This is an optimization exercise on Yosys and OpenROAD, whose aim is small area and a short achievable clock period, not a production implementation.
Only simulation tests tie the RTL to the original design; equivalence was not proved.

job 2855:
Design top_module, start of the top module:
module top_module(
    input [11:0] angleIn,
    input [11:0] setPoint,
    input [7:0] kp,
    input [7:0] ki,
    input [7:0] kd,
    input clk,
    input rst,
    output signed [8:0] dutyCycleOut
    );
Size: ~59 I/O pins, about 12,000 um2 of cells after synthesis.
Settings: LEC_CHECK=0, CAP_MARGIN=20, CORE_MARGIN=2, CORE_UTILIZATION=65, CTS_BUF_LIST=sky130_fd_sc_hd__clkbuf_8, SLEW_MARGIN=20, SYNTH_HIERARCHICAL=1; clock period 16.0 ns.
standard.sh (not shown) runs the stock make flow with config.mk's settings and CLKGATE_MAP_FILE= SYNTH_SCRIPT=/design/flow/synth_recipe.tcl, a recipe that flattens the netlist after the stock synthesis.
==> flow/flow/run.sh <==
#!/bin/bash
# The standard layout (standard.sh, unchanged synthesis), with:
#  - timing repair aimed past the clock period: SETUP_SLACK_MARGIN from
#    flow/margin.txt, repair limited to sizing moves (the SDC is unchanged);
#  - plain buffers (buf_1, resized as needed) on the ports instead of delay cells;
#  - sizing not restricted to the same cell footprint.
set -euo pipefail
MARGIN=$(cat flow/margin.txt)
bash standard.sh SETUP_SLACK_MARGIN=$MARGIN \
  BUFFER_PORTS_ARGS="-buffer_cell sky130_fd_sc_hd__buf_1" MATCH_CELL_FOOTPRINT=0 \
  SETUP_MOVE_SEQUENCE=unbuffer,sizeup,swap finish > standard_make.log 2>&1
==> flow/flow/margin.txt <==
11.4
Job 2855 finished all stages; the layout is clean.
### job 2855 -> job 5984
--- a/flow/config.mk
+++ b/flow/config.mk
@@ -8,5 +8,5 @@
 export CAP_MARGIN = 20
 export CORE_MARGIN = 2
-export CORE_UTILIZATION = 65
+export CORE_UTILIZATION = 55
 export CTS_BUF_LIST = sky130_fd_sc_hd__clkbuf_8
 export SLEW_MARGIN = 20
Every stage of the flow completed for job 5984, and the final layout passed the timing, design-rule and antenna checks.
The buffer and inverter count on the worst path in job 5984 sits 1 above the value recorded for job 2855.
Relative to job 2855, fmax decreased by 0.84% in job 5984.
Job 5984: design area lower than job 2855
Going from job 2855 to job 5984, final wirelength grew by a few percent.
Cmp job 5984 vs job 2855: placer congestion estimate lower in job 5984
Going from job 2855 to job 5984, storage element area has remained practically unchanged.
Relative to job 2855, portion of the clock cycle consumed by the worst path in the final layout has increased by 0.24 points in job 5984.
Input changes introduced in job 7205 (baseline for comparison: job 5984):
--- a/flow/flow/run.sh
+++ b/flow/flow/run.sh
@@ -8,4 +8,4 @@
 MARGIN=$(cat flow/margin.txt)
 bash standard.sh SETUP_SLACK_MARGIN=$MARGIN \
-  BUFFER_PORTS_ARGS="-buffer_cell sky130_fd_sc_hd__buf_1" MATCH_CELL_FOOTPRINT=0 \
+  BUFFER_PORTS_ARGS="-buffer_cell sky130_fd_sc_hd__buf_2" MATCH_CELL_FOOTPRINT=0 \
   SETUP_MOVE_SEQUENCE=unbuffer,sizeup,swap finish > standard_make.log 2>&1
--- a/flow/config.mk
+++ b/flow/config.mk
@@ -8,5 +8,5 @@
 export CAP_MARGIN = 20
 export CORE_MARGIN = 2
-export CORE_UTILIZATION = 55
+export CORE_UTILIZATION = 60
 export CTS_BUF_LIST = sky130_fd_sc_hd__clkbuf_8
 export SLEW_MARGIN = 20
==> comparison <==
- Job 7205: done, clean on timing, DRC and antenna
- Between job 7205 and job 5984, it is job 7205 whose final worst-path setup slack is lower, by 0.014 ns.
- Job 7205 vs. job 5984: worst hold slack shows an increase of 0.020 ns, average wire per standard cell moved down.
- Diff job 7205..job 5984 | sequential share of layout area | negligible
- Insertion delay of the later-clocked pin in the worst-skew pair across job 7205 and job 5984: no real change.
- | area of the multi-input gates | job 5984 vs job 7205 | ≈ equal |
- Where wire length is concerned, job 5984 is outperformed by job 7205.
- [compare] base=job 5984 new=job 7205: global-route wire length before repair rose 0.38%, placement row count fell 3.7%.
- Re peak fanout along the critical path: job 7205 is 7 up on job 5984.
Changes in job 7785 relative to job 7205:
--- a/flow/flow/run.sh
+++ b/flow/flow/run.sh
@@ -8,4 +8,4 @@
 MARGIN=$(cat flow/margin.txt)
 bash standard.sh SETUP_SLACK_MARGIN=$MARGIN \
-  BUFFER_PORTS_ARGS="-buffer_cell sky130_fd_sc_hd__buf_2" MATCH_CELL_FOOTPRINT=0 \
+  BUFFER_PORTS_ARGS="-buffer_cell sky130_fd_sc_hd__buf_1" MATCH_CELL_FOOTPRINT=0 \
   SETUP_MOVE_SEQUENCE=unbuffer,sizeup,swap finish > standard_make.log 2>&1
[summary]
Comparing job 7785 and job 7205, met1 global-route usage is higher on job 7205. Antenna diode count came out exactly the same in job 7785 and job 7205. Summary — global routing usage on met3, job 7785 relative to job 7205: higher, by 0.31 points. Diff job 7785 and job 7205: wire length lower in job 7205.

==> separate check: timing with driven ports <==
In the flow no input, the clock included, has a driving cell. The finished layouts below were timed again as built, in two steps. Step 1 (the two cells are an assumption about what drives the block):
set clk [get_ports {clk}]
set_driving_cell -lib_cell sky130_fd_sc_hd__clkbuf_16 $clk
set_driving_cell -lib_cell sky130_fd_sc_hd__buf_2 [delete_from_list [all_inputs] $clk]
Step 2 moves the port delays by t, midway between the first and last clock arrival at a register: inputs arrive t later, outputs are due t later. That takes back most of the time a late clock gives input paths. a / b / c = ideal ports / drivers / drivers and shift; a / b = the first two.
run | t, ns | setup WS [ns] | worst register clock-pin slew, ns
job 2855 | 0.434 | 11.380 / 11.380 / 11.007 | 0.10 / 0.10
job 5984 | 0.426 | 11.341 / 11.299 / 11.017 | 0.11 / 0.11
job 7205 | 0.422 | 11.327 / 11.288 / 11.019 | 0.10 / 0.10
job 7785 | 0.429 | 11.321 / 11.275 / 11.032 | 0.11 / 0.11
After both steps every run listed still meets setup and hold. The setup slack of job 2855, which loses most, moves by 0.000 ns with the drivers and by -0.373 ns with both steps.
